This is an optimization exercise on Yosys and OpenROAD, whose aim is small area and a short achievable clock period, not a production implementation.
The RTL was checked by simulation tests, not by an equivalence proof against the original design.

==> inputs of build 94 <==
==> flow/design.v (excerpt) <==
module cal_abs_angle(
    input           clk     ,
    input [7:0]     real_i  ,
    input [7:0]     imag_i  ,
    input           val_i   ,
    output [7:0]    abs_o   ,
    output [15:0]   angle_o ,
    output          val_o
    );
export LEC_CHECK = 0
export CAP_MARGIN = 20
export CORE_MARGIN = 2
export CORE_UTILIZATION = 40
export SLEW_MARGIN = 20
export SYNTH_MEMORY_MAX_BITS = 262144
create_clock -name core_clock -period 28.0 [get_ports {clk}]
standard.sh (not shown) runs the stock make flow with config.mk's settings and CLKGATE_MAP_FILE= SYNTH_SCRIPT=/design/flow/synth_recipe.tcl, a recipe that flattens the netlist after the stock synthesis.
==> flow/flow/run.sh <==
#!/bin/bash
# Own layout flow: the standard flow (standard.sh) with two changes:
#  - synthesis is synth_recipe.tcl's, but ABC maps the logic with the
#    area-oriented flow/abc_area.script instead of ORFS's speed script
#    (same registers: ABC only maps the combinational logic);
#  - the port buffers that buffer_ports inserts are sky130_fd_sc_hd__buf_2.
# Each step's output goes to a log file of its own in the work folder.
set -euo pipefail
W=$PWD
export OWN_ABC_SCRIPT=$W/flow/abc_area.script
sed "s#SYNTH_SCRIPT=[^ ]*#SYNTH_SCRIPT=$W/flow/synth.tcl#" standard.sh > "$W/own_synth.sh"
bash "$W/own_synth.sh" synth > "$W/flow_synth.log" 2>&1
export BUFFER_PORTS_ARGS="-buffer_cell sky130_fd_sc_hd__buf_2"
bash standard.sh > "$W/flow_layout.log" 2>&1
==> flow/flow/abc_area.script <==
strash
&get -n
&dch -f
&nf -R 1000
&put
topo
stime -c
==> flow/flow/synth.tcl <==
# synth_recipe.tcl (the standard synthesis), except that ABC maps the logic with
# flow/abc_area.script instead of ORFS's speed script.
proc synth {args} { yosys synth -nofsm -noshare {*}$args }
proc abc {args} {
  set i [lsearch -exact $args -script]
  if {$i >= 0} { lset args [expr {$i + 1}] $::env(OWN_ABC_SCRIPT) }
  yosys abc {*}$args
}
source $::env(SCRIPTS_DIR)/synth.tcl
# left out here: clear keep_hierarchy, flatten, clean up, hide names made inside functions, write 1_2_yosys.v
==> trial 93: changes against build 94 <==
==> flow/run.sh (new file) <==
#!/bin/bash
# synth_recipe.tcl (not shown) runs the flow's synth.tcl, then flattens the netlist and writes it again
# the make line also repeats each setting of config.mk as NAME=value (left out here)
make -C /OpenROAD-flow-scripts/flow DESIGN_CONFIG=/design/flow/config.mk WORK_HOME=/design/flow/orfs CLKGATE_MAP_FILE= SYNTH_SCRIPT=/design/flow/synth_recipe.tcl finish
removed: flow/flow/run.sh
removed: flow/flow/abc_area.script
removed: flow/flow/synth.tcl
removed: flow/standard.sh
==> notes <==
- Of build 94 and trial 93, trial 93 has the higher register-to-register slack (gap 330 ps).
- In build 94 the synthesized cell count is lower than in trial 93, by 13%.
- In build 94 the global-route usage is higher than in trial 93, by 1.1 points.
- Of build 94 and trial 93, build 94 has the higher worst setup slack (gap 420 ps).
- In build 94 the non-clock buffer count is higher than in trial 93, by 3.
- Between build 94 and trial 93, the lower synthesized area is in build 94 (gap 11%, measured against trial 93).

* * *

==> inputs of 07-17 <==
Another version of the RTL of cal_abs_angle (not shown whole).
Settings: LEC_CHECK=0, CAP_MARGIN=20, CORE_MARGIN=2, CORE_UTILIZATION=40, SLEW_MARGIN=20, SYNTH_MEMORY_MAX_BITS=262144; clock period 28.0 ns.
==> flow/flow/run.sh <==
#!/bin/bash
# Own layout flow: the standard flow (standard.sh) with two changes:
#  - synthesis is synth_recipe.tcl's, but ABC maps the logic with the
#    area-oriented flow/abc_area.script instead of ORFS's speed script
#    (same registers: ABC only maps the combinational logic);
#  - the port buffers that buffer_ports inserts are sky130_fd_sc_hd__buf_2.
# Each step's output goes to a log file of its own in the work folder.
set -euo pipefail
W=$PWD
export OWN_ABC_SCRIPT=$W/flow/abc_area.script
sed "s#SYNTH_SCRIPT=[^ ]*#SYNTH_SCRIPT=$W/flow/synth.tcl#" standard.sh > "$W/own_synth.sh"
bash "$W/own_synth.sh" synth > "$W/flow_synth.log" 2>&1
export BUFFER_PORTS_ARGS="-buffer_cell sky130_fd_sc_hd__buf_2"
bash standard.sh > "$W/flow_layout.log" 2>&1
==> flow/flow/abc_area.script <==
strash
&get -n
&dch -f
&nf -R 1000
&put
topo
stime -c
==> flow/flow/synth.tcl <==
# synth_recipe.tcl (the standard synthesis), except that ABC maps the logic with
# flow/abc_area.script instead of ORFS's speed script.
proc synth {args} { yosys synth -nofsm -noshare {*}$args }
proc abc {args} {
  set i [lsearch -exact $args -script]
  if {$i >= 0} { lset args [expr {$i + 1}] $::env(OWN_ABC_SCRIPT) }
  yosys abc {*}$args
}
source $::env(SCRIPTS_DIR)/synth.tcl
# left out here: clear keep_hierarchy, flatten, clean up, hide names made inside functions, write 1_2_yosys.v
==> 03-23 (differences from 07-17) <==
--- a/flow/design.v
+++ b/flow/design.v
@@ -3054,43 +3054,43 @@
         q3   <= q7_a;
         cs3  <= cs_a;
     end
     wire [7:0] abs_b;
     sqrt_lut sqrt_lut_inst(.s(s3), .v(abs_b));
     wire       qb1, qb2;
     wire [7:0] ub1, ub2;
-    divstep_fast sb1(.r(rem3), .d(d3), .q(qb1), .u(ub1));
+    divstep_slow sb1(.r(rem3), .d(d3), .q(qb1), .u(ub1));
     divstep_slow sb2(.r(ub1),  .d(d3), .q(qb2), .u(ub2));
     reg [7:0] abs4, rem4, d4;
     reg [2:0] q4;
     reg [2:0] cs4;
     always @(posedge clk) begin
         abs4 <= abs_b;
         rem4 <= ub2;
         d4   <= d3;
         q4   <= {q3, qb1, qb2};
         cs4  <= cs3;
     end
     wire       qc1, qc2;
     wire [7:0] uc1, uc2;
-    divstep_fast sc1(.r(rem4), .d(d4), .q(qc1), .u(uc1));
+    divstep_slow sc1(.r(rem4), .d(d4), .q(qc1), .u(uc1));
     divstep_slow sc2(.r(uc1),  .d(d4), .q(qc2), .u(uc2));
     reg [7:0] abs5, rem5, d5;
     reg [4:0] q5;
     reg [2:0] cs5;
     always @(posedge clk) begin
         abs5 <= abs4;
         rem5 <= uc2;
         d5   <= d4;
         q5   <= {q4, qc1, qc2};
         cs5  <= cs4;
     end
     wire       qd1, qd2;
     wire [7:0] ud1, ud2;
-    divstep_fast sd1(.r(rem5), .d(d5), .q(qd1), .u(ud1));
+    divstep_slow sd1(.r(rem5), .d(d5), .q(qd1), .u(ud1));
     divstep_fast sd2(.r(ud1),  .d(d5), .q(qd2), .u(ud2));
     wire [8:0] td3 = {ud2, 1'b0} - {1'b0, d5};
     wire       qd3 = ~td3[8];
     reg [7:0] abs6, q6;
     reg [2:0] cs6;
     always @(posedge clk) begin
         abs6 <= abs5;
==> flow/flow/run.sh (replaced) <==
#!/bin/bash
# Own layout flow: the standard flow (standard.sh) with two changes:
#  - synthesis is synth_recipe.tcl's, but ABC maps the logic with the
#    area-oriented flow/abc_area.script instead of ORFS's speed script
#    (same registers: ABC only maps the combinational logic), and without
#    the extraction of adder cells before ABC;
#  - the port buffers that buffer_ports inserts are sky130_fd_sc_hd__buf_2.
# Each step's output goes to a log file of its own in the work folder.
set -euo pipefail
W=$PWD
export OWN_ABC_SCRIPT=$W/flow/abc_area.script
sed "s#SYNTH_SCRIPT=[^ ]*#SYNTH_SCRIPT=$W/flow/synth.tcl#" standard.sh > "$W/own_synth.sh"
bash "$W/own_synth.sh" synth > "$W/flow_synth.log" 2>&1
export BUFFER_PORTS_ARGS="-buffer_cell sky130_fd_sc_hd__buf_2"
bash standard.sh > "$W/flow_layout.log" 2>&1
==> flow/flow/synth.tcl (replaced) <==
# synth_recipe.tcl (the standard synthesis), except that ABC maps the logic with
# flow/abc_area.script instead of ORFS's speed script, and that adders are not
# first extracted into half/full-adder cells (ABC maps that logic with the rest).
# Neither touches the registers, which come from the same passes as in the
# standard synthesis.
proc synth {args} { yosys synth -nofsm -noshare {*}$args }
proc abc {args} {
  set i [lsearch -exact $args -script]
  if {$i >= 0} { lset args [expr {$i + 1}] $::env(OWN_ABC_SCRIPT) }
  yosys abc {*}$args
}
proc extract_fa {args} { puts "extract_fa skipped by the own flow" }
source $::env(SCRIPTS_DIR)/synth.tcl
# left out here: clear keep_hierarchy, flatten, clean up, hide names made inside functions, write 1_2_yosys.v
CORE_UTILIZATION = 55   (was 40)
CTS_BUF_LIST = sky130_fd_sc_hd__clkbuf_8   (was default)
==> 12-14 (differences from 07-17) <==
--- a/flow/design.v
+++ b/flow/design.v
@@ -3054,43 +3054,43 @@
         q3   <= q7_a;
         cs3  <= cs_a;
     end
     wire [7:0] abs_b;
     sqrt_lut sqrt_lut_inst(.s(s3), .v(abs_b));
     wire       qb1, qb2;
     wire [7:0] ub1, ub2;
-    divstep_fast sb1(.r(rem3), .d(d3), .q(qb1), .u(ub1));
+    divstep_slow sb1(.r(rem3), .d(d3), .q(qb1), .u(ub1));
     divstep_slow sb2(.r(ub1),  .d(d3), .q(qb2), .u(ub2));
     reg [7:0] abs4, rem4, d4;
     reg [2:0] q4;
     reg [2:0] cs4;
     always @(posedge clk) begin
         abs4 <= abs_b;
         rem4 <= ub2;
         d4   <= d3;
         q4   <= {q3, qb1, qb2};
         cs4  <= cs3;
     end
     wire       qc1, qc2;
     wire [7:0] uc1, uc2;
-    divstep_fast sc1(.r(rem4), .d(d4), .q(qc1), .u(uc1));
+    divstep_slow sc1(.r(rem4), .d(d4), .q(qc1), .u(uc1));
     divstep_slow sc2(.r(uc1),  .d(d4), .q(qc2), .u(uc2));
     reg [7:0] abs5, rem5, d5;
     reg [4:0] q5;
     reg [2:0] cs5;
     always @(posedge clk) begin
         abs5 <= abs4;
         rem5 <= uc2;
         d5   <= d4;
         q5   <= {q4, qc1, qc2};
         cs5  <= cs4;
     end
     wire       qd1, qd2;
     wire [7:0] ud1, ud2;
-    divstep_fast sd1(.r(rem5), .d(d5), .q(qd1), .u(ud1));
+    divstep_slow sd1(.r(rem5), .d(d5), .q(qd1), .u(ud1));
     divstep_fast sd2(.r(ud1),  .d(d5), .q(qd2), .u(ud2));
     wire [8:0] td3 = {ud2, 1'b0} - {1'b0, d5};
     wire       qd3 = ~td3[8];
     reg [7:0] abs6, q6;
     reg [2:0] cs6;
     always @(posedge clk) begin
         abs6 <= abs5;
==> flow/flow/run.sh (replaced) <==
#!/bin/bash
# Own layout flow: the standard flow (standard.sh) with two changes:
#  - synthesis is synth_recipe.tcl's, but ABC maps the logic with the
#    area-oriented flow/abc_area.script instead of ORFS's speed script
#    (same registers: ABC only maps the combinational logic), and without
#    the extraction of adder cells before ABC;
#  - the port buffers that buffer_ports inserts are sky130_fd_sc_hd__buf_2.
# Each step's output goes to a log file of its own in the work folder.
set -euo pipefail
W=$PWD
export OWN_ABC_SCRIPT=$W/flow/abc_area.script
sed "s#SYNTH_SCRIPT=[^ ]*#SYNTH_SCRIPT=$W/flow/synth.tcl#" standard.sh > "$W/own_synth.sh"
bash "$W/own_synth.sh" synth > "$W/flow_synth.log" 2>&1
export BUFFER_PORTS_ARGS="-buffer_cell sky130_fd_sc_hd__buf_2"
bash standard.sh > "$W/flow_layout.log" 2>&1
==> flow/flow/synth.tcl (replaced) <==
# synth_recipe.tcl (the standard synthesis), except that ABC maps the logic with
# flow/abc_area.script instead of ORFS's speed script, and that adders are not
# first extracted into half/full-adder cells (ABC maps that logic with the rest).
# Neither touches the registers, which come from the same passes as in the
# standard synthesis.
proc synth {args} { yosys synth -nofsm -noshare {*}$args }
proc abc {args} {
  set i [lsearch -exact $args -script]
  if {$i >= 0} { lset args [expr {$i + 1}] $::env(OWN_ABC_SCRIPT) }
  yosys abc {*}$args
}
proc extract_fa {args} { puts "extract_fa skipped by the own flow" }
source $::env(SCRIPTS_DIR)/synth.tcl
# left out here: clear keep_hierarchy, flatten, clean up, hide names made inside functions, write 1_2_yosys.v
CTS_BUF_LIST = sky130_fd_sc_hd__clkbuf_8   (was default)
==> summary of the runs <==
Worst hold slack: 07-17 is higher than 03-23 (0.010 ns). Utilization: 12-14 is lower than 03-23 (16 points). Between 03-23 and 12-14, the lower clock skew is in 12-14 (gap 0.013 ns). Of 12-14 and 07-17, 07-17 has the higher area after synthesis (gap 5.8%, measured against 07-17). The highest non-clock buffer count belongs to 12-14, the lowest to 03-23.

==> separate check: timing with driven ports <==
The results above use ideal ports. As a check the final layouts listed here were re-extracted and re-timed, cells and wires unchanged. Step 1 sets driving cells, clkbuf_16 on the clock port and buf_2 on the other inputs (assumed; they add their load-dependent delay and slew). Step 2 also shifts input and output timing later by t, the mid clock arrival at the registers, as if the neighbouring blocks saw the same clock. Three values: ideal, step 1, step 2; two values: the first two.
run	shift t [ns]	setup slack, ns	latest minus earliest clock arrival (ns)	slew at the worst register clock pin (ns)	worst slew at a driven data input, ns
build 94	0.502	21.519 / 21.468 / 21.859	0.022 / 0.023	0.09 / 0.09	0.03
trial 93	0.491	21.099 / 21.046 / 21.538	0.020 / 0.021	0.08 / 0.08	0.04
07-17	0.491	21.529 / 21.477 / 21.969	0.016 / 0.017	0.07 / 0.07	0.03
03-23	0.502	21.471 / 21.423 / 21.925	0.035 / 0.034	0.12 / 0.12	0.03
12-14	0.526	21.474 / 21.424 / 21.950	0.014 / 0.014	0.10 / 0.10	0.03
After both steps setup and hold are still met in every run listed.
